What follows belongs to an exercise in optimizing a design on an open flow for small area; a production flow would make more cautious choices.
Where RTL was checked, it was by simulation tests only, not by an equivalence proof against the original.
For runs 1 to 4, only the layout was checked, not whether the RTL still works.
The clock port is modelled as an ideal driver; clocking choices that lean on that would not hold on a real chip.
No activity file was given, so power comes from the tool's default toggle rates.

==> design/flow/design.v <==
module key_scan(
    input            clk,
    input            rst_n,
    input      [3:0] key_col,
    output     [3:0] key_row,
    output     [3:0] key_out,
    output           key_vld
);
    reg [3:0] col_ff0, col_ff1;
    reg [6:0] shake_cnt;
    reg [2:0] r;
    reg [4:0] s;
    reg [1:0] col_get;
    always @(posedge clk or negedge rst_n)
        if (!rst_n) begin
            col_ff0 <= 4'hf;
            col_ff1 <= 4'hf;
        end else begin
            col_ff0 <= key_col;
            col_ff1 <= col_ff0;
        end
    wire any_low    = ~&col_ff1;
    wire shake_flag = any_low & shake_cnt[6] & shake_cnt[5] & shake_cnt[1] & shake_cnt[0];
    wire [7:0] sc;
    wire [6:0] ss;
    assign sc[0] = any_low;
    genvar i;
    generate for (i = 0; i < 7; i = i + 1) begin : g_shake
        assign ss[i]    = shake_cnt[i] ^ sc[i];
        assign sc[i+1]  = shake_cnt[i] & sc[i];
    end endgenerate
    always @(posedge clk or negedge rst_n)
        if (!rst_n)
            shake_cnt <= 7'd0;
        else
            shake_cnt <= {ss[6] & ~shake_flag, ss[5] & ~shake_flag, ss[4:3],
                          ss[2] & ~shake_flag, ss[1:0]};
    wire idle  = r[2] & r[0];       
    wire r_is4 = r[2] & ~r[0];
    wire [4:0] qc;
    wire [3:0] qs;
    assign qc[0] = 1'b1;
    generate for (i = 0; i < 4; i = i + 1) begin : g_s
        assign qs[i]   = s[i] ^ qc[i];
        assign qc[i+1] = s[i] & qc[i];
    end endgenerate
    always @(posedge clk or negedge rst_n)
        if (!rst_n) begin
            r <= 3'd7;
            s <= 5'd0;
        end else if (s[4]) begin
            if (r_is4) begin
                if (!any_low) begin
                    r <= 3'd7;
                    s[4] <= 1'b0;
                end
            end else begin
                r <= r + 3'd1;
                s[4] <= 1'b0;
            end
        end else if (idle) begin
            if (shake_flag)
                s[4] <= 1'b1;
        end else
            s <= {qc[4], qs};
    always @(posedge clk)
        if (idle & ~s[4])
            col_get <= (col_ff1 == 4'b1110) ? 2'd0 :
                       (col_ff1 == 4'b1101) ? 2'd1 :
                       (col_ff1 == 4'b1011) ? 2'd2 : 2'd3;
    assign key_row = {~r[2] & (r[1:0] != 2'd3), ~r[2] & (r[1:0] != 2'd2),
                      ~r[2] & (r[1:0] != 2'd1), ~r[2] & (r[1:0] != 2'd0)};
    assign key_vld = ~r[2] & (&s[3:0]) & ~col_ff1[col_get];
    assign key_out = {r[1:0], col_get};
endmodule
module control(
    input            clk,
    input            rst_n,
    input      [3:0] key_num,
    input            key_vld,
    input      [2:0] dsel,
    output     [4:0] dchar
);
    localparam NONE = 5'd31;
    reg        err, pw, lock, twice;
    reg [3:0]  cnt_pw;       
    reg [15:0] password;
    reg [15:0] cnt_10s;
    reg [7:0]  cnt_2s_hi;
    wire digit   = key_vld & (key_num < 4'd10);
    wire confirm = key_vld & (key_num == 4'd10);
    wire pw_ok   = password == 16'h2345;
    wire [16:0] tc;
    wire [15:0] ts;
    assign tc[0] = pw;
    genvar i;
    generate for (i = 0; i < 16; i = i + 1) begin : g_10s
        assign ts[i]   = cnt_10s[i] ^ tc[i];
        assign tc[i+1] = cnt_10s[i] & tc[i];
    end endgenerate
    wire end_10s = pw & cnt_10s[15] & cnt_10s[14] & cnt_10s[9] & cnt_10s[8] &
                   cnt_10s[6] & cnt_10s[3] & cnt_10s[2] & cnt_10s[1] & cnt_10s[0];
    wire        fb   = cnt_pw[3] ^ ~(cnt_pw[2] & cnt_pw[1] & ~cnt_pw[0]);
    wire        wrap = cnt_pw[3] & ~cnt_pw[2] & ~cnt_pw[1] & ~cnt_pw[0];
    wire [9:0]  e_q  = {cnt_2s_hi, twice, lock};
    wire [10:0] ec;
    wire [9:0]  es;
    assign ec[0] = wrap;
    generate for (i = 0; i < 10; i = i + 1) begin : g_2s
        assign es[i]   = e_q[i] ^ ec[i];
        assign ec[i+1] = e_q[i] & ec[i];
    end endgenerate
    wire end_2s = err & wrap & cnt_2s_hi[7] & cnt_2s_hi[4] & cnt_2s_hi[3] & cnt_2s_hi[2];
    wire add_pw  = ~err & digit & ~cnt_pw[3];
    wire leave   = end_10s | (confirm & (~pw_ok | (lock & twice)));   
    wire to_err  = pw & confirm & ~pw_ok & ~end_10s;
    always @(posedge clk or negedge rst_n)
        if (!rst_n) begin
            err    <= 1'b0;
            pw     <= 1'b0;
            lock   <= 1'b1;
            twice  <= 1'b0;
            cnt_pw <= 4'd0;
        end else if (err) begin
            err <= ~end_2s;
            {twice, lock} <= es[1:0];
            cnt_pw <= {cnt_pw[2:0], fb};
        end else begin
            err <= to_err;
            pw  <= pw ? ~leave : digit;
            if (pw & confirm & ~end_10s & (~pw_ok | (lock & twice)))
                lock <= 1'b0;
            if (pw)
                twice <= twice ? ~(end_10s | confirm) : (lock & confirm & pw_ok);
            if (confirm | end_10s)
                cnt_pw <= 4'd0;
            else if (add_pw)
                cnt_pw <= {cnt_pw[2:0], 1'b1};
        end
    always @(posedge clk)
        cnt_2s_hi <= es[9:2] & {8{err}};
    always @(posedge clk or negedge rst_n)
        if (!rst_n)
            cnt_10s <= 16'd0;
        else
            cnt_10s <= {ts[15:14] & {2{~end_10s}}, ts[13:10], ts[9:8] & {2{~end_10s}},
                        ts[7], ts[6] & ~end_10s, ts[5], ts[4] & ~end_10s, ts[3:0]};
    always @(posedge clk or negedge rst_n)
        if (!rst_n)
            password[3] <= 1'b1;
        else if (add_pw)
            password[3] <= key_num[3];
    always @(posedge clk)
        if (add_pw)
            {password[15:4], password[2:0]} <= {password[11:0], key_num[2:0]};
    wire [4:0] fixed_char = {1'b1,
        (dsel[0] & dsel[1] & ~err) | (dsel[2] & ~err) | (dsel[0] & ~dsel[1] & err),
        ~((dsel[1] & ~lock) | (~dsel[2] & err) | (~dsel[0] & ~dsel[1] & ~err & lock)),
        (~dsel[1] & ~lock) | (dsel[0] & ~dsel[2]) | (err) | (~dsel[0] & ~dsel[1]),
        ~((dsel[0] & ~dsel[2]) | (dsel[1]) | (~dsel[0] & err) | (~dsel[0] & dsel[2] & lock))};
    reg  [4:0] pw_char;
    always @(*)
        case (dsel)
            3'd0:    pw_char = cnt_pw[0] ? {1'b0, password[3:0]}   : NONE;
            3'd1:    pw_char = cnt_pw[1] ? {1'b0, password[7:4]}   : NONE;
            3'd2:    pw_char = cnt_pw[2] ? {1'b0, password[11:8]}  : NONE;
            3'd3:    pw_char = cnt_pw[3] ? {1'b0, password[15:12]} : NONE;
            default: pw_char = NONE;
        endcase
    assign dchar = pw ? pw_char : fixed_char;
endmodule
module seg_display(
    input            clk,
    input            rst_n,
    input      [4:0] dchar,
    output     [2:0] dsel,
    output     [7:0] segment,
    output     [5:0] seg_sel
);
    reg [4:0] cnt_300us;
    reg [2:0] sel;        
    reg [4:0] hold;
    reg [4:0] code;
    wire end_300us = cnt_300us[4] & cnt_300us[1] & cnt_300us[0];
    wire load      = cnt_300us[3] & cnt_300us[0] & ~cnt_300us[2] & ~cnt_300us[1];
    wire [5:0] pc;
    wire [4:0] ps;
    assign pc[0] = 1'b1;
    genvar i;
    generate for (i = 0; i < 5; i = i + 1) begin : g_p
        assign ps[i]   = cnt_300us[i] ^ pc[i];
        assign pc[i+1] = cnt_300us[i] & pc[i];
    end endgenerate
    always @(posedge clk or negedge rst_n)
        if (!rst_n)
            cnt_300us <= 5'd0;
        else
            cnt_300us <= {ps[4] & ~end_300us, ps[3], ps[2] & ~end_300us, ps[1:0]};
    always @(posedge clk or negedge rst_n)
        if (!rst_n)
            sel <= 3'd7;
        else if (cnt_300us == 5'd0)
            sel <= (sel == 3'd5) ? 3'd0 : sel + 3'd1;
    reg [4:0] take_at;
    always @(*)
        case (sel)
            3'd0: take_at = 5'd4;
            3'd1: take_at = 5'd3;
            3'd2: take_at = 5'd2;
            3'd3: take_at = 5'd1;
            3'd4: take_at = 5'd6;
            default: take_at = 5'd5;
        endcase
    assign dsel = sel;
    always @(posedge clk)
        if (cnt_300us == take_at)
            hold <= dchar;
    always @(posedge clk or negedge rst_n)
        if (!rst_n)
            code <= 5'd31;
        else if (load)
            code <= hold;
    wire [6:0] seg = {(~code[1] & ~code[2] & ~code[3] & ~code[4]) | (code[0] & code[1] & code[2] & ~code[4]) | (code[2] & code[3]),
        (code[0] & ~code[2] & ~code[3]) | (code[1] & ~code[2]) | (code[0] & code[1]),
        (code[0] & ~code[4]) | (~code[1] & code[2] & ~code[4]) | (code[0] & code[1] & code[3]),
        (code[0] & ~code[1] & ~code[2] & ~code[3]) | (~code[0] & ~code[1] & code[2] & ~code[4]) | (code[0] & code[1] & code[2]) | (~code[0] & ~code[2] & ~code[3] & code[4]),
        ~((~code[1] & ~code[4]) | (code[0] & ~code[3]) | (code[2] & ~code[4]) | (~code[2] & code[3])),
        ~((~code[0] & ~code[1]) | (code[0] & ~code[2]) | (~code[2] & ~code[4]) | (code[0] & code[1] & ~code[4])),
        (code[0] & ~code[1] & ~code[2] & ~code[3]) | (~code[0] & ~code[1] & code[2]) | (code[1] & ~code[2] & code[4]) | (code[0] & code[4])};
    assign segment = {1'b1, seg};
    assign seg_sel = (sel == 3'd7) ? 6'b000000 : ~(6'b000001 << sel);
endmodule
module top(
    input        clk,
    input        rst_n,
    input  [3:0] key_col,
    output [3:0] key_row,
    output [5:0] seg_sel,
    output [7:0] segment
);
    wire [3:0] key_out;
    wire       key_vld;
    wire [2:0] dsel;
    wire [4:0] dchar;
    key_scan u_key_scan(.clk(clk), .rst_n(rst_n), .key_col(key_col),
                        .key_row(key_row), .key_out(key_out), .key_vld(key_vld));
    control u_ctrl(.clk(clk), .rst_n(rst_n), .key_num(key_out), .key_vld(key_vld),
                   .dsel(dsel), .dchar(dchar));
    seg_display u_segment(.clk(clk), .rst_n(rst_n), .dchar(dchar), .dsel(dsel),
                          .segment(segment), .seg_sel(seg_sel));
endmodule
==> design/flow/run.sh <==
#!/bin/bash
# synth_recipe.tcl (not shown) runs the flow's synth.tcl, then flattens the netlist and writes it again
# the make line also repeats each setting of config.mk as NAME=value (left out here)
make -C /OpenROAD-flow-scripts/flow DESIGN_CONFIG=/design/flow/config.mk WORK_HOME=/design/flow/orfs CLKGATE_MAP_FILE= SYNTH_SCRIPT=/design/flow/synth_recipe.tcl finish
==> design/flow/config.mk <==
export PLATFORM = sky130hd
export DESIGN_NAME = top
export DESIGN_NICKNAME = top
export VERILOG_FILES = /design/flow/design.v
export SDC_FILE = /design/flow/constraint.sdc
export NUM_CORES = 4
export LEC_CHECK = 0
export ABC_AREA = 1
export CAP_MARGIN = 20
export CORE_MARGIN = 2
export CORE_UTILIZATION = 40
export CTS_BUF_LIST = sky130_fd_sc_hd__clkbuf_8
export CTS_CLUSTER_DIAMETER = 100
export CTS_CLUSTER_SIZE = 30
export SLEW_MARGIN = 20
==> design/flow/constraint.sdc <==
create_clock -name core_clock -period 10.0 [get_ports {clk}]
set_input_delay 2.0000 -clock core_clock [delete_from_list [all_inputs] [get_ports {clk}]]
set_output_delay 2.0000 -clock core_clock [all_outputs]
set_load 0.01 [all_outputs]
==> qor.yml, run 1 <==
status:
  outcome: "complete, no violations"
layout:
  antenna_cells: 0
  final_nets: 537
  n_fill_cell: 1032
  drive_gt1_share_pct: 12.6
  final_common_cell: "nand2_1"
  final_cell_mix: "nand2_1 (80), inv_1 (64), nor2_1 (45)"
  area_growth_pct: 12.6
  final_util_pct: 46.2
clocking:
  clk_pin_slew_ns: 0.09
  cts_buffers: 9
  clock_latency_ns: 0.36
  cts_hold_buf: 0
  cts_resized: 0
  cts_sinks: 91
  htreeDepth: 3
  root_buffer: "clkbuf_8"
  clockBufferDepth: 2
  cts_tree: "done"
  cts_setup_buffers: 0
power_and_ir_drop:
  clkPwrFrac_pct: 34.7
  pwr-share-seq_pct: 58.3
  pwr-share-comb_pct: 7.0
  power_uw: 727
  internal_power_uw: 550
  swShare_pct: 24.3
  power.switching_uw: 176
  total_leakage_power_uw: 0.00247
  peakVddDrop_v: 0.0000752
  power_density_nw_per_um2: 144
floorplanning:
  core_sq_um: 10900
  ioPinCount: 24
  fp-row-count: 38
  start_util_pct: 41.0
  die_h_um: 110
  die_w_um: 110
  dieArea_sq_um: 12000
sta:
  finalSetupViolCount: 0
  setup_tns_ns: 0
  fin_crit_sh_pct: 40.4
  finalCriticalPeriod_ns: 4.04
  finalHoldViolations: 0
  rsz0062_at_grt: "false"
  slew_headroom_pct: 48.8
  slew_viol_final: 0
  setup_ws_ns: 5.96
  clock-skew-final_ns: 0.0117
  worstMarginPinSlew_ns: 0.768
  clock.fmax_ghz: 0.247
placement:
  dp_slack_ns: 6.22
  place_congestion: 0.834
  dp_hpwl_um: 5900
  io_buffers: 22
detailed_routing:
  vias: 3130
  first_pass_iters: 4
  drt_wl_total_um: 8030
  drc: 0
  antenna_left: 0
  avgViaCountPerCell: 4.95
  first_iter_violations: 196
  wl_per_cell_um: 12.7
critical_path:
  critPathBufInv: 4
  path_cells: "nand2_1 -> inv_1 -> ha_1 -> inv_1 -> o21ai_0 -> inv_1 -> clkdlybuf4s50_1"
  slowest_stage: "dfstp_2"
  worstPathRequired_ns: 8.00
  end_kind: "primary output"
  crit_top_cell: "inv_1"
  startpoint_type: "flop"
  slowest_delay_ns: 0.61
  arrival_ns: 2.04
  critPathKind: "reg2out"
  crit_fanout: 6
  crit_family: "buffers and inverters"
worst_hold_path:
  hp-class: "reg2reg"
yosys:
  synth_nets: 508
  synth_area_sq_um: 4470
  syn_avg_cell_area_sq_um: 9.76
  synth_cell_type_count: 41
  netlist_instances: 458
  ys_seq_area_share_pct: 53.1
  async_flop_share_pct: 67.0
  synth_ff_type: "dfrtp_1"
  yosysWarnings: 3
  synth-edff-count: 22
  yosys_register_bits: 91
global_routing:
  antenna_found_initial: 0
  grt_max_degree: 62
  grt.overflow.total: 0
  grt_first_pass_wirelength_um: 14000
  grt_pass1_vias: 3106
  track_usage_pct: 15.0
flow_run:
  max_cap_viol_count: 0
-- kinds of logic after synthesis --
kind of cell             share of synthesized area (%)
multiplexers                                     0.756
XOR/XNOR                                          1.37
flip-flops                                        53.1
AND/OR/NAND/NOR                                   16.9
AO/OA/AOI/OAI                                     8.79
adder cells (fa/ha/maj)                           12.3
other                                           0.0839
buffers and inverters                             6.69
-- power groups by stage --
stage / sequential, uW / clock, uW / combinational, uW
final: 424 / 252 / 50.8
after global routing: 427 / 278 / 63.4
after floorplan: 428 / 0 / 36.4
after global placement: 431 / 0 / 50.3
after detailed placement: 432 / 0 / 53.3
after CTS: 424 / 262 / 53.6
-- cell usage after synthesis, types with 2 or more instances --
cell type	number	area, sq um
nand2_1	80	300
inv_1	63	236
nor2_1	45	169
ha_1	44	551
dfrtp_1	40	1000
o21ai_0	33	165
edfxtp_1	22	661
dfstp_2	21	552
a21oi_1	19	95.1
nand3_1	14	70.1
dfxtp_1	8	160
inv_2	6	22.5
nor3_1	6	30.0
nand4_1	5	31.3
xor2_1	5	43.8
nand3_2	4	40.0
nor2_4	4	45.0
a31oi_1	3	18.8
buf_2	3	15.0
mux2_2	3	33.8
nand2_2	3	18.8
o21ai_1	3	15.0
o221ai_1	3	26.3
a211oi_1	2	15.0
o22ai_1	2	12.5
xnor2_1	2	17.5
-- layout make-up --
class	instances	area, sq um	share of cell area [%]
flip-flops and latches	91	2370	47.2
multi-input cells	292	1800	35.7
inverters	70	265	5.27
repair buffers	23	223	4.43
well taps	140	175	3.48
clock buffers	9	124	2.46
clock inverters	7	73.8	1.47
-- routing by layer --
| metal | vias up | routed length, um | GRT usage, % | part of all wire (%) |
|---|---|---|---|---|
| li1 | 1569 | - | - | - |
| met4 | 0 | 146 | 5.61 | 1.8 |
| met1 | 1477 | 3740 | 18.5 | 47 |
| met5 | - | 0 | 0 | 0 |
| met3 | 13 | 307 | 2.96 | 3.8 |
| met2 | 71 | 3840 | 25.9 | 48 |
-- sequential cells by signal, indices dropped and copies added, names as in the netlist, 5 cells and up --
name                  cells
u_ctrl.cnt_10s           16
u_ctrl.password          16
u_ctrl.cnt_2s_hi          8
u_segment.hold            5
u_key_scan.shake_cnt      7
u_segment.code            5
u_segment.cnt_300us       5
u_key_scan.s              5
-- worst paths after layout --
check                           slack [ns]  cells after the start                       to                   from
worst max-delay path                  5.96                      7               seg_sel[5]       u_segment.sel[0]
worst min-delay path                  0.36                      0    u_key_scan.col_ff1[0]  u_key_scan.col_ff0[0]
worst max register to register        6.24                     18       u_ctrl.cnt_10s[15]              u_ctrl.pw
worst min register to register        0.36                      0    u_key_scan.col_ff1[0]  u_key_scan.col_ff0[0]
max in group asynchronous             7.70                      2         u_ctrl.cnt_pw[3]                  rst_n
min in group asynchronous             1.79                      2  u_key_scan.shake_cnt[2]                  rst_n
-- metrics by stage --
| step | cell area (sq um) | cells | hold WS (ns) |
|---|---|---|---|
| CTS | 5030 | 632 | 0.363 |
| global route | 5030 | 632 | 0.370 |
| global placement | 4830 | 616 | 0.345 |
| floorplan | 4470 | 458 | 0.345 |
| detailed placement | 4830 | 616 | 0.347 |
| finish | 5030 | 632 | 0.360 |
==> inputs of run 2 (changes only) <==
==> design/flow/flow/run.sh (new file) <==
#!/bin/bash
# Own layout flow: the standard flow (standard.sh, unchanged synthesis,
# floorplan, power grid and tap cells) with two knobs that ORFS reads from
# its environment: the port buffers are the smallest buffer, and clock tree
# synthesis uses small clock buffers and no dummy loads.
set -euo pipefail
bash standard.sh \
  "BUFFER_PORTS_ARGS=-buffer_cell sky130_fd_sc_hd__buf_1" \
  "CTS_ARGS=-sink_clustering_enable -repair_clock_nets -dont_use_dummy_load -buf_list sky130_fd_sc_hd__clkbuf_8" \
  finish > standard_make.log 2>&1
==> design/flow/standard.sh (new file) <==
#!/bin/bash
# synth_recipe.tcl (not shown) runs the flow's synth.tcl, then flattens the netlist and writes it again
# the make line also repeats each setting of config.mk as NAME=value (left out here)
make -C /OpenROAD-flow-scripts/flow DESIGN_CONFIG=/design/flow/config.mk WORK_HOME=/design/flow/orfs CLKGATE_MAP_FILE= SYNTH_SCRIPT=/design/flow/synth_recipe.tcl "${@:-finish}"
--- a/design/flow/config.mk
+++ b/design/flow/config.mk
@@ -10,6 +10,3 @@
 export CORE_MARGIN = 2
 export CORE_UTILIZATION = 40
-export CTS_BUF_LIST = sky130_fd_sc_hd__clkbuf_8
-export CTS_CLUSTER_DIAMETER = 100
-export CTS_CLUSTER_SIZE = 30
 export SLEW_MARGIN = 20
removed: design/flow/run.sh
==> qor.yml, run 2 <==
clocking:
  root_buffer: "clkbuf_8"  # unchanged
  clk_pin_slew_ns: 0.08  # was 0.09 ns
  cts_tree: "done"  # unchanged
  cts_sinks: 91  # unchanged
  clockBufferDepth: 2  # unchanged
  clock_latency_ns: 0.35  # was 0.36 ns
  cts_setup_buffers: 0  # unchanged
  cts_buffers: 9  # unchanged
  cts_hold_buf: 0  # unchanged
  htreeDepth: 3  # unchanged
  cts_resized: 0  # unchanged
floorplanning:
  die_h_um: 110  # unchanged
  fp-row-count: 38  # unchanged
  dieArea_sq_um: 12000  # unchanged
  core_sq_um: 10900  # unchanged
  start_util_pct: 41.0  # unchanged
  die_w_um: 110  # unchanged
  ioPinCount: 24  # unchanged
sta:
  slew_headroom_pct: 49.2  # was 48.8%
  clock-skew-final_ns: 0.0212  # was 0.0117 ns
  setup_tns_ns: 0  # unchanged
  worstMarginPinSlew_ns: 0.763  # was 0.768 ns
  slew_viol_final: 0  # unchanged
  finalCriticalPeriod_ns: 3.75  # was 4.04 ns
  setup_ws_ns: 6.25  # was 5.96 ns
  finalSetupViolCount: 0  # unchanged
  finalHoldViolations: 0  # unchanged
  fin_crit_sh_pct: 37.5  # was 40.4%
  clock.fmax_ghz: 0.267  # was 0.247 GHz
  rsz0062_at_grt: "false"  # unchanged
critical_path:
  end_kind: "flop"  # was primary output
  crit_cells: 18  # was 7
  arrival_ns: 3.99  # was 2.04 ns
  crit_top_cell: "ha_1"  # was inv_1
  ff2ff_path_depth: 18  # unchanged
  critPathKind: "reg2reg"  # was reg2out
  critPathBufInv: 1  # was 4
  slowest_delay_ns: 0.45  # was 0.61 ns
  path_cells: "ha_1 -> ha_1 -> ha_1 -> ha_1 -> ha_1 -> ha_1 -> ha_1 -> ha_1 -> ha_1 -> ha_1 -> ha_1 -> ha_1 -> ha_1 -> ha_1 -> ha_1 -> xor2_1 -> nand2_1 -> inv_1"  # was nand2_1 -> inv_1 -> ha_1 -> inv_1 -> o21ai_0 -> inv_1 -> clkdlybuf4s50_1
  crit_family: "adder cells"  # was buffers and inverters
  startpoint_type: "flop"  # unchanged
  slowest_stage: "dfrtp_1"  # was dfstp_2
  worstPathRequired_ns: 10.24  # was 8.00 ns
  crit_fanout: 7  # was 6
yosys:
  syn_avg_cell_area_sq_um: 9.76  # unchanged
  synth_area_leaders: "dfrtp_1 (22%), edfxtp_1 (15%), dfstp_2 (12%)"  # unchanged
  synthTopCellsByCount: "nand2_1 (80), inv_1 (63), nor2_1 (45), ha_1 (44), dfrtp_1 (40)"  # unchanged
  yosysWarnings: 3  # unchanged
  yosysMostFrequentCell: "nand2_1"  # unchanged
  synth_area_sq_um: 4470  # unchanged
  ys_seq_area_share_pct: 53.1  # unchanged
  netlist.area_leader.share_pct: 22.4  # unchanged
  yosys_register_bits: 91  # unchanged
  synth_nets: 508  # unchanged
  async_flop_share_pct: 67.0  # unchanged
  synth-edff-count: 22  # unchanged
  synth_ff_type: "dfrtp_1"  # unchanged
  synth_area_leader_cell: "dfrtp_1"  # unchanged
  synth_cell_type_count: 41  # unchanged
  netlist_instances: 458  # unchanged
global_routing:
  grt_max_degree: 62  # unchanged
  antenna_found_initial: 0  # unchanged
  track_usage_pct: 14.5  # was 15.0%
  grt.overflow.total: 0  # unchanged
  grt_first_pass_wirelength_um: 13600  # was 14000 um
  grt_pass1_vias: 2991  # was 3106
detailed_routing:
  first_pass_iters: 4  # unchanged
  drc: 0  # unchanged
  antenna_left: 0  # unchanged
  wl_per_cell_um: 12.3  # was 12.7 um
  vias: 3045  # was 3130
  avgViaCountPerCell: 4.87  # was 4.95
  first_iter_violations: 161  # was 196
  drt_wl_total_um: 7720  # was 8030 um
layout:
  regArea_sq_um: 2370  # unchanged
  final_nets: 537  # unchanged
  final_common_cell: "nand2_1"  # unchanged
  area_growth_pct: 7.98  # was 12.6%
  multi_input_area_sq_um: 1800  # unchanged
  n_fill_cell: 1037  # was 1032
  largest_registers: "u_ctrl.cnt_10s x16, u_ctrl.password x16, u_ctrl.cnt_2s_hi x8"  # unchanged
  final_cell_mix: "nand2_1 (80), inv_1 (63), nor2_1 (45)"  # was nand2_1 (80), inv_1 (64), nor2_1 (45)
  antenna_cells: 0  # unchanged
  drive_gt1_share_pct: 11.5  # was 12.6%
placement:
  io_buffers: 22  # unchanged
  place_congestion: 0.814  # was 0.834
  dp_hpwl_um: 5730  # was 5900 um
  dp_slack_ns: 6.22  # about the same
worst_hold_path:
  hold_depth: 0  # unchanged
  hp-class: "reg2reg"  # unchanged
flow_run:
  max_cap_viol_count: 0  # unchanged
status:
  outcome: "complete, no violations"  # unchanged
power_and_ir_drop:
  peakVddDrop_v: 0.0000668  # was 0.0000752 V
  total_leakage_power_uw: 0.00237  # was 0.00247 uW
  power_density_nw_per_um2: 137  # was 144 nW/um^2
## run 2: cell counts after synthesis
No cell type changed its count.
## run 2: path summary, 6_finish.rpt
kind | from | to | slack, ns
min in group asynchronous | rst_n | u_key_scan.shake_cnt[3] | 1.81
min | u_key_scan.col_ff0[3] | u_key_scan.col_ff1[3] | 0.36
max | u_ctrl.pw | u_ctrl.cnt_10s[15] | 6.25
min reg2reg | u_key_scan.col_ff0[3] | u_key_scan.col_ff1[3] | 0.36
max reg2reg | u_ctrl.pw | u_ctrl.cnt_10s[15] | 6.25
max in group asynchronous | rst_n | u_ctrl.pw | 7.68
## run 2: worst register-to-register path: stages (launching register included)
cell	delay, ns
dfrtp_1	0.45
ha_1	0.21
ha_1	0.19
ha_1	0.20
ha_1	0.19
ha_1	0.20
ha_1	0.19
ha_1	0.20
ha_1	0.20
ha_1	0.19
ha_1	0.20
ha_1	0.20
ha_1	0.20
ha_1	0.20
ha_1	0.19
ha_1	0.20
xor2_1	0.14
nand2_1	0.06
inv_1	0.05
## run 2: power breakdown
| part | internal [uW] | total [uW] | switching (uW) |
|---|---|---|---|
| sequential | 410 | 424 | 13.9 |
| clock | 80.7 | 189 | 108 |
| combinational | 21.3 | 49.5 | 28.3 |
| total | 512 | 662 | 150 |
## run 2: cell families after synthesis
group | Yosys count | share of synthesized area [%]
flip-flops | 91 | 53.1
other | 1 | 0.0839
AO/OA/AOI/OAI | 70 | 8.79
buffers and inverters | 75 | 6.69
multiplexers | 3 | 0.756
AND/OR/NAND/NOR | 167 | 16.9
adder cells (fa/ha/maj) | 44 | 12.3
XOR/XNOR | 7 | 1.37
## run 2: final cells by class
class | count | area share, %
Timing Repair Buffer | 23 | 1.89
Tap cell | 140 | 3.63
Sequential cell | 91 | 49.2
Inverter | 70 | 5.50
Multi-Input combinational cell | 292 | 37.2
Clock buffer | 9 | 2.57
## run 2: stage by stage
step / total power (uW) / area [sq um] / cells / util (%) / hold slack (ns)
4_1_cts: 677 / 4830 / 625 / 44.3 / 0.360
2_1_floorplan: 465 / 4470 / 458 / - / 0.345
6_report: 662 / 4830 / 625 / 44.3 / 0.357
3_5_place_dp: 484 / 4700 / 616 / 43.2 / 0.347
3_3_place_gp: 481 / 4700 / 616 / 43.2 / 0.346
5_1_grt: 705 / 4830 / 625 / 44.3 / 0.362
## run 2: metal layers
| metal | track usage [%] | wire length, um | up-vias |
|---|---|---|---|
| li1 | - | - | 1568 |
| met4 | 4.52 | 92 | 0 |
| met5 | 0 | 0 | - |
| met3 | 3.56 | 327 | 9 |
| met1 | 18.2 | 3630 | 1414 |
| met2 | 24.8 | 3670 | 54 |
==> inputs of run 3 (changes only) <==
--- a/design/flow/flow/run.sh
+++ b/design/flow/flow/run.sh
@@ -8,3 +8,4 @@
   "BUFFER_PORTS_ARGS=-buffer_cell sky130_fd_sc_hd__buf_1" \
   "CTS_ARGS=-sink_clustering_enable -repair_clock_nets -dont_use_dummy_load -buf_list sky130_fd_sc_hd__clkbuf_8" \
+  "POST_FLOORPLAN_TCL=$PWD/flow/downsize.tcl" \
   finish > standard_make.log 2>&1
==> design/flow/flow/downsize.tcl (new file) <==
# After floorplan: put every combinational cell that synthesis sized up back to
# its smallest drive strength (the design has several ns of slack); later
# repair steps size up again wherever slew, capacitance or timing need it.
set count 0
foreach inst [get_cells *] {
  set master [get_property [get_lib_cells -of_objects $inst] name]
  if {![regexp {^(sky130_fd_sc_hd__)([a-z0-9]+)_([0-9]+)$} $master -> pfx base drive]} { continue }
  if {[string match "df*" $base] || [string match "edf*" $base] || [string match "sdf*" $base]} { continue }
  if {[string match "*tap*" $base] || [string match "*fill*" $base] || [string match "*decap*" $base] || [string match "conb" $base]} { continue }
  foreach d {0 1} {
    if {$d >= $drive} { break }
    set cand "${pfx}${base}_${d}"
    if {[llength [get_lib_cells -quiet */$cand]] > 0 || [llength [get_lib_cells -quiet $cand]] > 0} {
      replace_cell $inst $cand
      incr count
      break
    }
  }
}
puts "downsize: replaced $count cells"
==> qor.yml, run 3 <==
placement:
  io_buffers: 22  # unchanged
  dp_hpwl_um: 5750  # was 5730 um
  place_congestion: 0.821  # was 0.814
  place_area_sq_um: 4620  # was 4700 sq um
yosys:
  yosys_register_bits: 91  # unchanged
  synth_ff_type: "dfrtp_1"  # unchanged
  synth-edff-count: 22  # unchanged
  yosysWarnings: 3  # unchanged
  synth_area_leader_cell: "dfrtp_1"  # unchanged
  netlist_instances: 458  # unchanged
  netlist.area_leader.share_pct: 22.4  # unchanged
  ys_seq_area_share_pct: 53.1  # unchanged
  synth_area_leaders: "dfrtp_1 (22%), edfxtp_1 (15%), dfstp_2 (12%)"  # unchanged
  async_flop_share_pct: 67.0  # unchanged
  synth_nets: 508  # unchanged
  synth_area_sq_um: 4470  # unchanged
  syn_avg_cell_area_sq_um: 9.76  # unchanged
  yosysMostFrequentCell: "nand2_1"  # unchanged
  synth_cell_type_count: 41  # unchanged
  synthTopCellsByCount: "nand2_1 (80), inv_1 (63), nor2_1 (45), ha_1 (44), dfrtp_1 (40)"  # unchanged
clocking:
  cts_resized: 0  # unchanged
  cts_setup_buffers: 0  # unchanged
  clockBufferDepth: 2  # unchanged
  cts_hold_buf: 0  # unchanged
  htreeDepth: 3  # unchanged
  clock_latency_ns: 0.36  # was 0.35 ns
  cts_buffers: 9  # unchanged
  cts_sinks: 91  # unchanged
  cts_tree: "done"  # unchanged
  root_buffer: "clkbuf_8"  # unchanged
  clk_pin_slew_ns: 0.10  # was 0.08 ns
global_routing:
  grt_first_pass_wirelength_um: 13500  # was 13600 um
  track_usage_pct: 14.3  # was 14.5%
  grt_max_degree: 62  # unchanged
  grt_pass1_vias: 3051  # was 2991
  grt.overflow.total: 0  # unchanged
  antenna_found_initial: 0  # unchanged
status:
  outcome: "complete, no violations"  # unchanged
layout:
  antenna_cells: 0  # unchanged
  final_nets: 537  # unchanged
  drive_gt1_share_pct: 6.60  # was 11.5%
  final_common_cell: "nand2_1"  # unchanged
  postLayoutCellArea_sq_um: 4750  # was 4830 sq um
  area_growth_pct: 6.21  # was 7.98%
  final_cell_mix: "nand2_1 (84), inv_1 (70), nor2_1 (49)"  # was nand2_1 (80), inv_1 (63), nor2_1 (45)
  largest_registers: "u_ctrl.cnt_10s x16, u_ctrl.password x16, u_ctrl.cnt_2s_hi x8"  # unchanged
detailed_routing:
  antenna_left: 0  # unchanged
  drt_wl_total_um: 7750  # was 7720 um
  avgViaCountPerCell: 4.97  # was 4.87
  drc: 0  # unchanged
  vias: 3104  # was 3045
  first_iter_violations: 198  # was 161
  first_pass_iters: 4  # unchanged
  wl_per_cell_um: 12.4  # was 12.3 um
power_and_ir_drop:
  power_density_nw_per_um2: 139  # was 137 nW/um^2
  total_leakage_power_uw: 0.00234  # was 0.00237 uW
  peakVddDrop_v: 0.0000840  # was 0.0000668 V
sta:
  setup_tns_ns: 0  # unchanged
  clock-skew-final_ns: 0.0328  # was 0.0212 ns
  slew_viol_final: 0  # unchanged
  finalSetupViolCount: 0  # unchanged
  slew_headroom_pct: 49.2  # about the same
  finalCriticalPeriod_ns: 3.76  # was 3.75 ns
  rsz0062_at_grt: "false"  # unchanged
  clock.fmax_ghz: 0.266  # was 0.267 GHz
  finalHoldViolations: 0  # unchanged
  worstMarginPinSlew_ns: 0.762  # was 0.763 ns
  fin_crit_sh_pct: 37.6  # was 37.5%
critical_path:
  end_kind: "flop"  # unchanged
  worstPathRequired_ns: 10.24  # about the same
  crit_fanout: 7  # unchanged
  startpoint_type: "flop"  # unchanged
  slowest_delay_ns: 0.45  # about the same
  r2r_start: "u_ctrl.pw"  # unchanged
  crit_top_cell: "ha_1"  # unchanged
  critPathKind: "reg2reg"  # unchanged
  cp-startpoint: "u_ctrl.pw"  # unchanged
  path_cells: "ha_1 -> ha_1 -> ha_1 -> ha_1 -> ha_1 -> ha_1 -> ha_1 -> ha_1 -> ha_1 -> ha_1 -> ha_1 -> ha_1 -> ha_1 -> ha_1 -> ha_1 -> xor2_1 -> nand2_1 -> inv_1"  # unchanged
  slowest_stage: "dfrtp_1"  # unchanged
  arrival_ns: 4.00  # was 3.99 ns
floorplanning:
  die_w_um: 110  # unchanged
  start_util_pct: 41.0  # unchanged
  die_h_um: 110  # unchanged
  dieArea_sq_um: 12000  # unchanged
  fp-row-count: 38  # unchanged
  ioPinCount: 24  # unchanged
  core_sq_um: 10900  # unchanged
flow_run:
  max_cap_viol_count: 0  # unchanged
worst_hold_path:
  min_from: "u_key_scan.col_ff0[2]"  # was u_key_scan.col_ff0[3]
  hp-class: "reg2reg"  # unchanged
-- run 3: cell counts after synthesis --
No cell type changed its count.
-- run 3: through the flow --
step / power, uW / cells / hold WS (ns) / util (%) / worst slack (ns)
2_1_floorplan: 465 / 458 / 0.345 / - / 6.42
3_3_place_gp: 479 / 616 / 0.345 / 42.5 / 6.28
3_5_place_dp: 484 / 616 / 0.347 / 42.5 / 6.21
4_1_cts: 675 / 625 / 0.363 / 43.6 / 6.21
5_1_grt: 702 / 625 / 0.366 / 43.6 / 6.05
6_report: 661 / 625 / 0.360 / 43.6 / 6.24
-- run 3: cell families (layout without fill, tap and decap cells) --
| group | count (synthesis) | count (layout) | synth area share, % |
|---|---|---|---|
| AND/OR/NAND/NOR | 167 | 167 | 16.9 |
| flip-flops | 91 | 91 | 53.1 |
| buffers and inverters | 75 | 102 | 6.69 |
| AO/OA/AOI/OAI | 70 | 70 | 8.79 |
| adder cells (fa/ha/maj) | 44 | 44 | 12.3 |
| XOR/XNOR | 7 | 7 | 1.37 |
| multiplexers | 3 | 3 | 0.756 |
| other | 1 | 1 | 0.0839 |
-- run 3: metal layers --
metal / global-route usage (%) / share of wire (%)
met4: 4.16 / 0.32
met3: 3.02 / 4.4
met1: 17.9 / 47
met5: 0 / 0
met2: 24.7 / 48
-- run 3: worst paths after layout --
check | endpoint | slack (ns) | cells past startpoint
min in group asynchronous | u_key_scan.shake_cnt[0] | 1.79 | 2
hold / removal | u_key_scan.col_ff1[2] | 0.36 | 0
setup reg to reg | u_ctrl.cnt_10s[15] | 6.24 | 18
setup / recovery | u_ctrl.cnt_10s[15] | 6.24 | 18
hold reg to reg | u_key_scan.col_ff1[2] | 0.36 | 0
max in group asynchronous | u_ctrl.pw | 7.67 | 2
-- run 3: final cells by class --
class                   count  area, sq um
well taps                 140          175
multi-input cells         292         1720
repair buffers             23         91.3
flip-flops and latches     91         2370
clock buffers               9          124
fillers                  1050         6140
inverters                  70          263
-- run 3: report_power, final --
| part | leakage, uW | internal [uW] | switching, uW |
|---|---|---|---|
| logic | 0.00129 | 20.9 | 27.9 |
| registers | 0.000982 | 410 | 13.7 |
| clock network | 0.0000647 | 80.7 | 108 |
| total | 0.00234 | 512 | 150 |
-- run 3: worst max-delay path, delay by kind of cell (launching register included) --
family,cells,cell delay [ns]
xor gates and xnor gates,1,0.14
adders and majority gates,15,3.00
DFF,1,0.45
buffers and inverters,1,0.05
and+or+nand+nor,1,0.06
==> inputs of run 4 (changes only) <==
--- a/design/flow/flow/run.sh
+++ b/design/flow/flow/run.sh
@@ -7,5 +7,6 @@
 bash standard.sh \
   "BUFFER_PORTS_ARGS=-buffer_cell sky130_fd_sc_hd__buf_1" \
-  "CTS_ARGS=-sink_clustering_enable -repair_clock_nets -dont_use_dummy_load -buf_list sky130_fd_sc_hd__clkbuf_8" \
+  "CTS_ARGS=-sink_clustering_enable -repair_clock_nets -dont_use_dummy_load -buf_list sky130_fd_sc_hd__clkbuf_4" \
   "POST_FLOORPLAN_TCL=$PWD/flow/downsize.tcl" \
+  "POST_CTS_TCL=$PWD/flow/clkfix.tcl" \
   finish > standard_make.log 2>&1
==> design/flow/flow/clkfix.tcl (new file) <==
# After CTS: a clock buffer that drives many flip-flops is made stronger, so
# that every flip-flop clock pin stays well inside the slew limit.
set count 0
foreach inst [get_cells clkbuf_*] {
  set master [get_property [get_lib_cells -of_objects $inst] name]
  if {$master ne "sky130_fd_sc_hd__clkbuf_4"} { continue }
  set net [get_nets -of_objects [get_pins [get_full_name $inst]/X]]
  set loads [llength [get_pins -of_objects $net -filter "direction==input"]]
  if {$loads >= 12} {
    replace_cell [get_full_name $inst] sky130_fd_sc_hd__clkbuf_8
    incr count
  }
}
puts "clkfix: upsized $count clock buffers"
if {$count > 0} {
  detailed_placement
  check_placement -verbose
}
--- a/design/flow/flow/downsize.tcl
+++ b/design/flow/flow/downsize.tcl
@@ -12,5 +12,5 @@
     set cand "${pfx}${base}_${d}"
     if {[llength [get_lib_cells -quiet */$cand]] > 0 || [llength [get_lib_cells -quiet $cand]] > 0} {
-      replace_cell $inst $cand
+      replace_cell [get_full_name $inst] $cand
       incr count
       break
==> qor.yml, run 4 <==
status:
  outcome: "complete, no violations"  # unchanged
detailed_routing:
  drc: 0  # unchanged
  avgViaCountPerCell: 4.93  # was 4.97
  vias: 3084  # was 3104
  antenna_left: 0  # unchanged
  drt_wl_total_um: 7710  # was 7750 um
  first_iter_violations: 166  # was 198
  wl_per_cell_um: 12.3  # was 12.4 um
  first_pass_iters: 4  # unchanged
worst_hold_path:
  min_from: "u_key_scan.col_ff0[2]"  # unchanged
  hold_end: "u_key_scan.col_ff1[2]"  # unchanged
  hold_depth: 0  # unchanged
  hp-class: "reg2reg"  # unchanged
global_routing:
  grt_max_degree: 62  # unchanged
  gr-usage-met3_pct: 3.02  # unchanged
  track_usage_pct: 14.4  # was 14.3%
  antenna_found_initial: 0  # unchanged
  grt.overflow.total: 0  # unchanged
  grt_pass1_vias: 3037  # was 3051
  grt_use_met2_pct: 24.8  # was 24.7%
  grt_first_pass_wirelength_um: 13500  # about the same
  grtUsageMet1_pct: 17.8  # was 17.9%
  grt_busiest_layer: "met2"  # unchanged
placement:
  dp_slack_ns: 6.21  # unchanged
  dp_hpwl_um: 5750  # unchanged
  place_area_sq_um: 4620  # unchanged
  io_buffers: 22  # unchanged
  place_congestion: 0.821  # unchanged
power_and_ir_drop:
  pwr-share-seq_pct: 66.5  # was 64.1%
  internal_power_uw: 490  # was 512 uW
  swShare_pct: 23.1  # was 22.6%
  total_leakage_power_uw: 0.00233  # was 0.00234 uW
  peakVddDrop_v: 0.0000826  # was 0.0000840 V
  power.switching_uw: 147  # was 150 uW
  power_density_nw_per_um2: 135  # was 139 nW/um^2
  clkPwrFrac_pct: 25.8  # was 28.5%
  pwr-share-comb_pct: 7.7  # was 7.4%
critical_path:
  end_kind: "primary output"  # was flop
  r2r_end: "u_ctrl.cnt_10s[15]"  # unchanged
  ff2ff_path_depth: 18  # unchanged
  critPathKind: "reg2out"  # was reg2reg
  crit_fanout: 6  # was 7
  r2r_start: "u_ctrl.pw"  # unchanged
  ff2ff_setup_slack_ns: 6.21  # was 6.24 ns
  arrival_ns: 1.81  # was 4.00 ns
  startpoint_type: "flop"  # unchanged
  worstPathRequired_ns: 8.00  # was 10.24 ns
flow_run:
  max_cap_viol_count: 0  # unchanged
clocking:
  cts_tree: "done"  # unchanged
  cts_sinks: 91  # unchanged
  clock_latency_ns: 0.43  # was 0.36 ns
  clk_pin_slew_ns: 0.10  # about the same
yosys:
  yosysWarnings: 3  # unchanged
  ys_seq_area_share_pct: 53.1  # unchanged
  netlist_instances: 458  # unchanged
  synth_ff_type: "dfrtp_1"  # unchanged
  synth_area_sq_um: 4470  # unchanged
  synth-edff-count: 22  # unchanged
  syn_avg_cell_area_sq_um: 9.76  # unchanged
  synthTopCellsByCount: "nand2_1 (80), inv_1 (63), nor2_1 (45), ha_1 (44), dfrtp_1 (40)"  # unchanged
  synth_cell_type_count: 41  # unchanged
  synth_nets: 508  # unchanged
  netlist.area_leader.share_pct: 22.4  # unchanged
  synth_area_leaders: "dfrtp_1 (22%), edfxtp_1 (15%), dfstp_2 (12%)"  # unchanged
  yosys_register_bits: 91  # unchanged
  synth_area_leader_cell: "dfrtp_1"  # unchanged
  yosysMostFrequentCell: "nand2_1"  # unchanged
  async_flop_share_pct: 67.0  # unchanged
sta:
  setup_tns_ns: 0  # unchanged
  finalHoldViolations: 0  # unchanged
  fin_crit_sh_pct: 38.1  # was 37.6%
  slew_headroom_pct: 49.5  # was 49.2%
  setup_ws_ns: 6.19  # was 6.24 ns
  clock-skew-final_ns: 0.0400  # was 0.0328 ns
  finalSetupViolCount: 0  # unchanged
  slew_viol_final: 0  # unchanged
  finalCriticalPeriod_ns: 3.81  # was 3.76 ns
  worstMarginPinSlew_ns: 0.757  # was 0.762 ns
  clock.fmax_ghz: 0.262  # was 0.266 GHz
  whs_ns: 0.360  # about the same
  rsz0062_at_grt: "false"  # unchanged
layout:
  final_cell_mix: "nand2_1 (84), inv_1 (70), nor2_1 (49)"  # unchanged
  drive_gt1_share_pct: 6.60  # unchanged
  postLayoutCellArea_sq_um: 4720  # was 4750 sq um
  final_common_cell: "nand2_1"  # unchanged
  largest_registers: "u_ctrl.cnt_10s x16, u_ctrl.password x16, u_ctrl.cnt_2s_hi x8"  # unchanged
  final_util_pct: 43.3  # was 43.6%
  antenna_cells: 0  # unchanged
  final_nets: 537  # unchanged
  area_growth_pct: 5.52  # was 6.21%
floorplanning:
  fp-row-count: 38  # unchanged
  core_sq_um: 10900  # unchanged
  dieArea_sq_um: 12000  # unchanged
  die_h_um: 110  # unchanged
  ioPinCount: 24  # unchanged
  start_util_pct: 41.0  # unchanged
  die_w_um: 110  # unchanged
==> run 4: cell count changes in the layout (fill, tap and decap cells not counted) <==
cell / change
clkbuf_4: +5
clkbuf_8: -5
==> run 4: how the worst max path moves through the flow <==
stage	startpoint	endpoint	slack [ns]	cells past startpoint
2_1_floorplan	u_ctrl.pw	u_ctrl.cnt_10s[15]	6.42	18
3_3_place_gp	u_ctrl.pw	u_ctrl.cnt_10s[15]	6.28	18
3_5_place_dp	u_ctrl.pw	u_ctrl.cnt_10s[15]	6.21	18
5_1_grt	u_ctrl.pw	u_ctrl.cnt_10s[15]	6.00	18
6_report	u_segment.sel[0]	seg_sel[1]	6.19	6
==> run 4: final cells by class <==
cell class / count / area [sq um]
multi-input cells: 292 / 1720
clock buffers: 9 / 92.6
flip-flops and latches: 91 / 2370
fillers: 1057 / 6170
well taps: 140 / 175
repair buffers: 23 / 91.3
inverters: 70 / 263
==> run 4: stage by stage <==
stage               instances  power (uW)
global route              625         677
floorplan                 458         465
detailed placement        616         484
global placement          616         479
finish                    625         637
==> run 4: kinds of logic after synthesis <==
group                      count (synthesis)  synth area share (%)
muxes                                      3                 0.756
buffers and inverters                     75                  6.69
xor gates and xnor gates                   7                  1.37
other                                      1                0.0839
DFF                                       91                  53.1
adders and majority gates                 44                  12.3
and+or+nand+nor                          167                  16.9
AOI/OAI and AO/OA                         70                  8.79
==> run 4: critical path: stages (launching register included) <==
cell	delay [ns]
dfstp_2	0.58
nand2_1	0.13
nor2_1	0.29
inv_1	0.17
nand2_1	0.09
inv_1	0.04
buf_1	0.11
==> run 4: routing by layer <==
metal / routed length, um / share of wire, %
met3: 270 / 3.5
met5: 0 / 0
met2: 3660 / 48
met1: 3660 / 48
met4: 110 / 1.4
==> run 4: power by group through the flow <==
stage	Sequential, uW	Clock, uW	Combinational, uW
after floorplan	428	0	36.4
after global placement	430	0	49.0
after detailed placement	432	0	51.8
after global routing	428	187	62.3
final	424	164	48.7
==> inputs of run 5 (changes only) <==
--- a/design/flow/design.v
+++ b/design/flow/design.v
@@ -103,13 +103,8 @@
     wire        fb   = cnt_pw[3] ^ ~(cnt_pw[2] & cnt_pw[1] & ~cnt_pw[0]);
     wire        wrap = cnt_pw[3] & ~cnt_pw[2] & ~cnt_pw[1] & ~cnt_pw[0];
-    wire [9:0]  e_q  = {cnt_2s_hi, twice, lock};
-    wire [10:0] ec;
-    wire [9:0]  es;
-    assign ec[0] = wrap;
-    generate for (i = 0; i < 10; i = i + 1) begin : g_2s
-        assign es[i]   = e_q[i] ^ ec[i];
-        assign ec[i+1] = e_q[i] & ec[i];
-    end endgenerate
-    wire end_2s = err & wrap & cnt_2s_hi[7] & cnt_2s_hi[4] & cnt_2s_hi[3] & cnt_2s_hi[2];
+    wire        carry = wrap & twice & lock;
+    wire        hi_fb = ~(cnt_2s_hi[7] ^ cnt_2s_hi[5] ^ cnt_2s_hi[4] ^ cnt_2s_hi[3]);
+    wire end_2s = err & wrap & cnt_2s_hi[7] & ~cnt_2s_hi[6] & cnt_2s_hi[5] &
+                  cnt_2s_hi[2] & ~cnt_2s_hi[1] & cnt_2s_hi[0];
     wire add_pw  = ~err & digit & ~cnt_pw[3];
     wire leave   = end_10s | (confirm & (~pw_ok | (lock & twice)));   
@@ -124,5 +119,6 @@
         end else if (err) begin
             err <= ~end_2s;
-            {twice, lock} <= es[1:0];
+            lock  <= lock ^ wrap;
+            twice <= twice ^ (wrap & lock);
             cnt_pw <= {cnt_pw[2:0], fb};
         end else begin
@@ -139,5 +135,6 @@
         end
     always @(posedge clk)
-        cnt_2s_hi <= es[9:2] & {8{err}};
+        if (~err | carry)
+            cnt_2s_hi <= {cnt_2s_hi[6:0], err & hi_fb};
     always @(posedge clk or negedge rst_n)
         if (!rst_n)
@@ -182,37 +179,21 @@
     reg [4:0] hold;
     reg [4:0] code;
-    wire end_300us = cnt_300us[4] & cnt_300us[1] & cnt_300us[0];
-    wire load      = cnt_300us[3] & cnt_300us[0] & ~cnt_300us[2] & ~cnt_300us[1];
-    wire [5:0] pc;
-    wire [4:0] ps;
-    assign pc[0] = 1'b1;
-    genvar i;
-    generate for (i = 0; i < 5; i = i + 1) begin : g_p
-        assign ps[i]   = cnt_300us[i] ^ pc[i];
-        assign pc[i+1] = cnt_300us[i] & pc[i];
-    end endgenerate
+    wire at_0 = (~cnt_300us[0] & ~cnt_300us[1] & ~cnt_300us[3] & ~cnt_300us[4]);
+    wire load = (cnt_300us[0] & ~cnt_300us[2] & cnt_300us[4]);
+    wire p_fb = cnt_300us[4] ^ ((~cnt_300us[1]) | (~cnt_300us[2]) | (cnt_300us[3]));
     always @(posedge clk or negedge rst_n)
         if (!rst_n)
             cnt_300us <= 5'd0;
         else
-            cnt_300us <= {ps[4] & ~end_300us, ps[3], ps[2] & ~end_300us, ps[1:0]};
+            cnt_300us <= {cnt_300us[3:0], p_fb};
     always @(posedge clk or negedge rst_n)
         if (!rst_n)
             sel <= 3'd7;
-        else if (cnt_300us == 5'd0)
-            sel <= (sel == 3'd5) ? 3'd0 : sel + 3'd1;
-    reg [4:0] take_at;
-    always @(*)
-        case (sel)
-            3'd0: take_at = 5'd4;
-            3'd1: take_at = 5'd3;
-            3'd2: take_at = 5'd2;
-            3'd3: take_at = 5'd1;
-            3'd4: take_at = 5'd6;
-            default: take_at = 5'd5;
-        endcase
+        else if (at_0)
+            sel <= {(sel[0] & sel[1] & ~sel[2]) | (~sel[0] & sel[2]), (sel[0] & ~sel[1] & ~sel[2]) | (~sel[0] & sel[1]), (~sel[0])};
+    wire take = ~((~cnt_300us[0] & ~cnt_300us[1]) | (cnt_300us[4] & ~sel[2]) | (~cnt_300us[0] & sel[0]) | (cnt_300us[2] & sel[1]) | (cnt_300us[1] & ~cnt_300us[2] & sel[0]) | (~cnt_300us[3] & sel[2]));
     assign dsel = sel;
     always @(posedge clk)
-        if (cnt_300us == take_at)
+        if (take)
             hold <= dchar;
     always @(posedge clk or negedge rst_n)
@@ -229,5 +210,10 @@
         (code[0] & ~code[1] & ~code[2] & ~code[3]) | (~code[0] & ~code[1] & code[2]) | (code[1] & ~code[2] & code[4]) | (code[0] & code[4])};
     assign segment = {1'b1, seg};
-    assign seg_sel = (sel == 3'd7) ? 6'b000000 : ~(6'b000001 << sel);
+    assign seg_sel = {(~sel[2]) | (~sel[0]),
+        (~sel[2]) | (sel[0] & ~sel[1]),
+        (~sel[1]) | (~sel[0]),
+        (~sel[1]) | (sel[0] & ~sel[2]),
+        (~sel[0]) | (sel[1] & ~sel[2]) | (~sel[1] & sel[2]),
+        ~((~sel[0] & ~sel[1] & ~sel[2]) | (sel[1] & sel[2]))};
 endmodule
 module top(
--- a/design/flow/flow/clkfix.tcl
+++ b/design/flow/flow/clkfix.tcl
@@ -7,5 +7,5 @@
   set net [get_nets -of_objects [get_pins [get_full_name $inst]/X]]
   set loads [llength [get_pins -of_objects $net -filter "direction==input"]]
-  if {$loads >= 12} {
+  if {$loads >= 11} {
     replace_cell [get_full_name $inst] sky130_fd_sc_hd__clkbuf_8
     incr count
==> qor.yml, run 5 <==
sta:
  setup_tns_ns: 0  # unchanged
  finalHoldViolations: 0  # unchanged
  whs_ns: 0.359  # was 0.360 ns
  slew_viol_final: 0  # unchanged
  finalCriticalPeriod_ns: 3.79  # was 3.81 ns
  clock.fmax_ghz: 0.264  # was 0.262 GHz
  slew_headroom_pct: 49.2  # was 49.5%
  clock-skew-final_ns: 0.0323  # was 0.0400 ns
  setup_ws_ns: 6.21  # was 6.19 ns
  worstMarginPinSlew_ns: 0.762  # was 0.757 ns
  finalSetupViolCount: 0  # unchanged
  fin_crit_sh_pct: 37.9  # was 38.1%
  rsz0062_at_grt: "false"  # unchanged
floorplanning:
  start_util_pct: 41.5  # was 41.0%
  ioPinCount: 24  # unchanged
  die_w_um: 108  # was 110 um
  fp-row-count: 37  # was 38
  core_sq_um: 10400  # was 10900 sq um
  die_h_um: 108  # was 110 um
  dieArea_sq_um: 11700  # was 12000 sq um
yosys:
  synth_cell_type_count: 43  # was 41
  async_flop_share_pct: 67.0  # unchanged
  synth_area_sq_um: 4330  # was 4470 sq um
  synthTopCellsByCount: "nand2_1 (72), inv_1 (49), nor2_1 (48), dfrtp_1 (40)"  # was nand2_1 (80), inv_1 (63), nor2_1 (45), ha_1 (44), dfrtp_1 (40)
  synth-edff-count: 30  # was 22
  yosys_register_bits: 91  # unchanged
  netlist_instances: 424  # was 458
  netlist.area_leader.share_pct: 23.1  # was 22.4%
  synth_area_leader_cell: "dfrtp_1"  # unchanged
  yosysMostFrequentCell: "nand2_1"  # unchanged
  synth_nets: 460  # was 508
  synth_area_leaders: "dfrtp_1 (23%), edfxtp_1 (21%), dfstp_2 (13%)"  # was dfrtp_1 (22%), edfxtp_1 (15%), dfstp_2 (12%)
  synth_ff_type: "dfrtp_1"  # unchanged
  ys_seq_area_share_pct: 56.7  # was 53.1%
  syn_avg_cell_area_sq_um: 10.2  # was 9.76 sq um
  yosysWarnings: 3  # unchanged
detailed_routing:
  drc: 0  # unchanged
  first_pass_iters: 5  # was 4
  vias: 2978  # was 3084
  drt_wl_total_um: 7680  # was 7710 um
  first_iter_violations: 187  # was 166
  avgViaCountPerCell: 5.08  # was 4.93
  wl_per_cell_um: 13.1  # was 12.3 um
  antenna_left: 0  # unchanged
flow_run:
  max_cap_viol_count: 0  # unchanged
critical_path:
  r2r_start: "u_ctrl.pw"  # unchanged
  worstPathRequired_ns: 10.31  # was 8.00 ns
  r2r_end: "u_ctrl.cnt_10s[15]"  # unchanged
  startpoint_type: "flop"  # unchanged
  critPathKind: "reg2reg"  # was reg2out
  end_kind: "flop"  # was primary output
  crit_fanout: 9  # was 6
  ff2ff_setup_slack_ns: 6.21  # about the same
  arrival_ns: 4.09  # was 1.81 ns
  ff2ff_path_depth: 18  # unchanged
layout:
  final_common_cell: "nand2_1"  # unchanged
  largest_registers: "u_ctrl.cnt_10s x16, u_ctrl.password x16, u_ctrl.cnt_2s_hi x8"  # unchanged
  final_nets: 488  # was 537
  antenna_cells: 0  # unchanged
  area_growth_pct: 5.26  # was 5.52%
  n_fill_cell: 1016  # was 1057
  final_cell_mix: "nand2_1 (74), nor2_1 (55), inv_1 (52)"  # was nand2_1 (84), inv_1 (70), nor2_1 (49)
  drive_gt1_share_pct: 7.78  # was 6.60%
global_routing:
  gr-usage-met3_pct: 4.16  # was 3.02%
  grtUsageMet1_pct: 18.6  # was 17.8%
  grt_pass1_vias: 2922  # was 3037
  grt_busiest_layer: "met2"  # unchanged
  grt_use_met2_pct: 23.6  # was 24.8%
  grt.overflow.total: 0  # unchanged
  track_usage_pct: 14.6  # was 14.4%
  grt_first_pass_wirelength_um: 13500  # about the same
  antenna_found_initial: 0  # unchanged
  grt_max_degree: 62  # unchanged
placement:
  dp_slack_ns: 6.19  # was 6.21 ns
  io_buffers: 22  # unchanged
  dp_hpwl_um: 5550  # was 5750 um
  place_congestion: 0.869  # was 0.821
clocking:
  clock_latency_ns: 0.44  # was 0.43 ns
  cts_tree: "done"  # unchanged
  clk_pin_slew_ns: 0.09  # was 0.10 ns
  cts_sinks: 91  # unchanged
power_and_ir_drop:
  total_leakage_power_uw: 0.00213  # was 0.00233 uW
  peakVddDrop_v: 0.000121  # was 0.0000826 V
  power_density_nw_per_um2: 142  # was 135 nW/um^2
worst_hold_path:
  hold_end: "u_key_scan.col_ff1[2]"  # unchanged
  min_from: "u_key_scan.col_ff0[2]"  # unchanged
  hp-class: "reg2reg"  # unchanged
  hold_depth: 0  # unchanged
status:
  outcome: "complete, no violations"  # unchanged
[run 5: cell count changes after synthesis, sizes merged, moves of 3 or more]
cell    previous run  this run
edfxtp            22        30
a21oi             19        22
inv               70        52
nor2              49        55
o22ai              2         5
ha                44        30
o21ai             36        29
nand2             84        74
dfxtp              8         0
[run 5: report_power, final]
part / internal, uW / switching [uW] / leakage (uW)
combinational: 21.8 / 29.2 / 0.00106
clock: 58.8 / 107 / 0.0000518
sequential: 415 / 14.2 / 0.00102
[run 5: cells by family (layout without fill, tap and decap cells)]
family,count (synthesis),after routing,synth area share [%]
AND/OR/NAND/NOR,160,160,17.2
AO/OA/AOI/OAI,69,69,8.93
XOR/XNOR,8,8,1.62
multiplexers,3,3,0.781
flip-flops,91,91,56.7
other,1,1,0.0866
adder cells (fa/ha/maj),30,30,8.67
buffers and inverters,62,88,6.04
[run 5: critical path, cell delays in order, from the launching register on]
cell and delay, ns:
dfrtp_1 0.48, ha_1 0.23, ha_1 0.20, ha_1 0.20, ha_1 0.19, ha_1 0.19
ha_1 0.19, ha_1 0.19, ha_1 0.20, ha_1 0.19, ha_1 0.19, ha_1 0.19
ha_1 0.19, ha_1 0.19, ha_1 0.20, ha_1 0.20, xor2_1 0.14, nand2_1 0.06
inv_1 0.05
[run 5: layer usage]
layer / vias up / part of all wire (%) / routed length, um
met1: 1414 / 45 / 3490
met2: 87 / 47 / 3600
li1: 1463 / - / -
met4: 0 / 2.2 / 172
met3: 14 / 5.4 / 417
met5: - / 0 / 0
[run 5: cell type report]
| type | count | area, sq um | share of cell area (%) |
|---|---|---|---|
| clock buffers | 9 | 92.6 | 2.03 |
| inverters | 54 | 203 | 4.45 |
| well taps | 136 | 170 | 3.74 |
| multi-input cells | 271 | 1530 | 33.6 |
| flip-flops and latches | 91 | 2450 | 53.9 |
| repair buffers | 25 | 106 | 2.33 |
[run 5: per-stage QoR]
step / total power, uW / utilization, % / instance area [sq um] / cells
finish: 646 / 43.7 / 4560 / 586
global route: 683 / 43.7 / 4560 / 586
detailed placement: 490 / 42.8 / 4460 / 577
global placement: 484 / 42.8 / 4460 / 577
floorplan: 470 / - / 4330 / 424
[run 5: how the worst max path moves through the flow]
stage | startpoint | end | slack [ns]
2_1_floorplan | u_ctrl.cnt_10s[0] | u_ctrl.cnt_10s[15] | 6.47
3_3_place_gp | u_ctrl.pw | u_ctrl.cnt_10s[15] | 6.26
3_5_place_dp | u_ctrl.pw | u_ctrl.cnt_10s[15] | 6.19
5_1_grt | u_ctrl.pw | u_ctrl.cnt_10s[15] | 6.01
6_report | u_ctrl.pw | u_ctrl.cnt_10s[15] | 6.21
==> inputs of run 6 (changes only) <==
--- a/design/flow/config.mk
+++ b/design/flow/config.mk
@@ -6,5 +6,5 @@
 export NUM_CORES = 4
 export LEC_CHECK = 0
-export ABC_AREA = 1
+export ABC_AREA = 0
 export CAP_MARGIN = 20
 export CORE_MARGIN = 2
==> qor.yml, run 6 <==
detailed_routing:
  first_iter_violations: 161  # was 187
  wl_per_cell_um: 14.7  # was 13.1 um
  drt_wl_total_um: 7300  # was 7680 um
  avgViaCountPerCell: 5.35  # was 5.08
  first_pass_iters: 4  # was 5
  antenna_left: 0  # unchanged
  vias: 2664  # was 2978
  drc: 0  # unchanged
global_routing:
  grt_first_pass_wirelength_um: 12500  # was 13500 um
  track_usage_pct: 14.0  # was 14.6%
  grt.overflow.total: 0  # unchanged
  grt_max_degree: 62  # unchanged
  antenna_found_initial: 1  # was 0
  grt_pass1_vias: 2607  # was 2922
yosys:
  netlist_instances: 344  # was 424
  syn_avg_cell_area_sq_um: 12.4  # was 10.2 sq um
  synth_nets: 380  # was 460
  yosysWarnings: 3  # unchanged
  synth_cell_type_count: 57  # was 43
  yosysMostFrequentCell: "dfrtp_1"  # was nand2_1
  netlist.area_leader.share_pct: 23.5  # was 23.1%
  synth_ff_type: "dfrtp_1"  # unchanged
  synth_area_leader_cell: "dfrtp_1"  # unchanged
  synth-edff-count: 30  # unchanged
  ys_seq_area_share_pct: 57.7  # was 56.7%
  synth_area_leaders: "dfrtp_1 (24%), edfxtp_1 (21%), dfstp_2 (13%)"  # was dfrtp_1 (23%), edfxtp_1 (21%), dfstp_2 (13%)
  synthTopCellsByCount: "dfrtp_1 (40), edfxtp_1 (30), ha_1 (30), nand2_1 (26), dfstp_2 (21)"  # was nand2_1 (72), inv_1 (49), nor2_1 (48), dfrtp_1 (40)
  synth_area_sq_um: 4250  # was 4330 sq um
  yosys_register_bits: 91  # unchanged
  async_flop_share_pct: 67.0  # unchanged
layout:
  final_common_cell: "dfrtp_1"  # was nand2_1
  n_fill_cell: 975  # was 1016
  drive_gt1_share_pct: 9.70  # was 7.78%
  postLayoutCellArea_sq_um: 4530  # was 4560 sq um
  final_cell_mix: "dfrtp_1 (40), ha_1 (30), edfxtp_1 (30)"  # was nand2_1 (74), nor2_1 (55), inv_1 (52)
  final_nets: 399  # was 488
  largest_registers: "u_ctrl.cnt_10s x16, u_ctrl.password x16, u_ctrl.cnt_2s_hi x8"  # unchanged
  final_util_pct: 43.9  # was 43.7%
  area_growth_pct: 6.47  # was 5.26%
floorplanning:
  die_w_um: 107  # was 108 um
  fp-row-count: 37  # unchanged
  core_sq_um: 10300  # was 10400 sq um
  dieArea_sq_um: 11500  # was 11700 sq um
  start_util_pct: 41.2  # was 41.5%
  ioPinCount: 24  # unchanged
  die_h_um: 107  # was 108 um
clocking:
  clk_pin_slew_ns: 0.09  # about the same
  cts_sinks: 91  # unchanged
  cts_tree: "done"  # unchanged
  clock_latency_ns: 0.45  # was 0.44 ns
worst_hold_path:
  hold_end: "u_key_scan.col_ff1[2]"  # unchanged
  hp-class: "reg2reg"  # unchanged
  min_from: "u_key_scan.col_ff0[2]"  # unchanged
  hold_depth: 0  # unchanged
critical_path:
  worstPathRequired_ns: 10.31  # about the same
  ff2ff_setup_slack_ns: 6.21  # about the same
  critPathKind: "reg2reg"  # unchanged
  ff2ff_path_depth: 17  # was 18
  startpoint_type: "flop"  # unchanged
  crit_fanout: 9  # unchanged
  end_kind: "flop"  # unchanged
  arrival_ns: 4.10  # was 4.09 ns
  r2r_end: "u_ctrl.cnt_10s[15]"  # unchanged
  r2r_start: "u_ctrl.pw"  # unchanged
sta:
  finalCriticalPeriod_ns: 3.79  # about the same
  setup_tns_ns: 0  # unchanged
  slew_viol_final: 0  # unchanged
  rsz0062_at_grt: "false"  # unchanged
  clock-skew-final_ns: 0.0340  # was 0.0323 ns
  finalSetupViolCount: 0  # unchanged
  setup_ws_ns: 6.21  # about the same
  worstMarginPinSlew_ns: 0.786  # was 0.762 ns
  slew_headroom_pct: 47.3  # was 49.2%
  clock.fmax_ghz: 0.264  # about the same
  finalHoldViolations: 0  # unchanged
  fin_crit_sh_pct: 37.9  # about the same
power_and_ir_drop:
  power_density_nw_per_um2: 143  # was 142 nW/um^2
  total_leakage_power_uw: 0.00186  # was 0.00213 uW
  peakVddDrop_v: 0.0000751  # was 0.000121 V
flow_run:
  max_cap_viol_count: 0  # unchanged
placement:
  dp_hpwl_um: 5060  # was 5550 um
  place_congestion: 0.838  # was 0.869
  dp_slack_ns: 6.24  # was 6.19 ns
  place_area_sq_um: 4430  # was 4460 sq um
  io_buffers: 22  # unchanged
status:
  outcome: "complete, no violations"  # unchanged
## run 6: cell count changes in the layout (fill, tap and decap cells not counted), sizes merged, moves of 8 or more
cell / previous run / this run
mux2: 3 / 11
nand3: 16 / 5
nor2: 55 / 19
inv: 52 / 11
nor2b: 0 / 11
o21ai: 29 / 17
a21oi: 22 / 12
nand2: 74 / 26
## run 6: area by class of cell
type                       count  area [sq um]  area share, %
timing repair buffer          25           106           2.35
sequential                    91          2450           54.2
clock buffer                   9          98.8           2.18
antenna                        1          2.50         0.0553
tap                          136           170           3.76
inverter                      11          41.3          0.912
multi-input combinational    225          1660           36.6
## run 6: worst max-delay path by stage
stage	from	end	slack (ns)	cells past startpoint
final	u_ctrl.pw	u_ctrl.cnt_10s[15]	6.21	17
after global routing	u_ctrl.pw	u_ctrl.cnt_10s[15]	5.95	17
after detailed placement	u_ctrl.pw	u_ctrl.cnt_10s[15]	6.24	17
after global placement	u_ctrl.pw	u_ctrl.cnt_10s[14]	6.29	16
after floorplan	u_ctrl.cnt_10s[0]	u_ctrl.cnt_10s[15]	6.49	17
## run 6: logic make-up (layout without fill, tap and decap cells)
kind of cell             after synthesis  in the layout  share of synthesized area (%)
buffers and inverters                 28             45                           2.77
flip-flops                            91             91                           57.7
adder cells (fa/ha/maj)               30             30                           8.83
XOR/XNOR                              13             13                           2.68
other                                  1              2                         0.0882
AO/OA/AOI/OAI                         62             62                           9.97
multiplexers                          15             15                           4.15
AND/OR/NAND/NOR                      104            104                           13.8
## run 6: per-layer routing
metal  share of wire (%)  GRT usage [%]
met1                  47           18.6
met2                  46           21.7
met3                 4.6           3.71
met4                 2.2           6.22
met5                   0              0
## run 6: through the flow
stage / power, uW / instances / hold slack (ns)
floorplan: 467 / 344 / 0.345
global placement: 483 / 488 / 0.345
detailed placement: 486 / 488 / 0.347
global route: 690 / 498 / 0.344
finish: 648 / 498 / 0.332
## run 6: power by group
part / internal [uW] / switching (uW) / leakage [uW]
logic: 21.5 / 24.6 / 0.000791
registers: 415 / 14.5 / 0.00102
clock network: 63.0 / 109 / 0.0000544
total: 500 / 148 / 0.00186
## run 6: critical path, stage by stage, from the launching register on
cell and delay [ns]:
dfrtp_1 0.49, ha_1 0.23, ha_1 0.20, ha_1 0.20, ha_1 0.19, ha_1 0.19, ha_1 0.19, ha_1 0.19
ha_1 0.19, ha_1 0.19, ha_1 0.19, ha_1 0.19, ha_1 0.19, ha_1 0.20, ha_1 0.20, ha_1 0.21
xnor2_1 0.16, nor2_1 0.05

afterwards: timing with drivers on the ports:
In the flow no input, the clock included, has a driving cell. The finished layouts below were timed again as built, in two steps. Step 1: set_driving_cell puts a clkbuf_16 on clk and a buf_2 on each other input, an assumption about the parent block. Step 2 times the ports against the registers' clock, not the clock port: input delays grow and output delays shrink by t, the midpoint of the rising clock arrivals with the driver on. a / b / c = ideal ports / drivers / drivers and shift; a / b = the first two.
| run | t, ns | setup WS [ns] | worst register clock-pin slew, ns |
|---|---|---|---|
| run 1 | 0.386 | 5.956 / 5.925 / 6.243 | 0.09 / 0.09 |
| run 2 | 0.369 | 6.249 / 6.249 / 6.249 | 0.08 / 0.08 |
| run 3 | 0.368 | 6.244 / 6.216 / 6.244 | 0.10 / 0.10 |
| run 4 | 0.444 | 6.190 / 6.161 / 6.211 | 0.12 / 0.12 |
| run 5 | 0.454 | 6.215 / 6.215 / 6.215 | 0.11 / 0.11 |
| run 6 | 0.459 | 6.210 / 6.204 / 6.210 | 0.11 / 0.11 |
After both steps setup and hold are still met in every run listed.
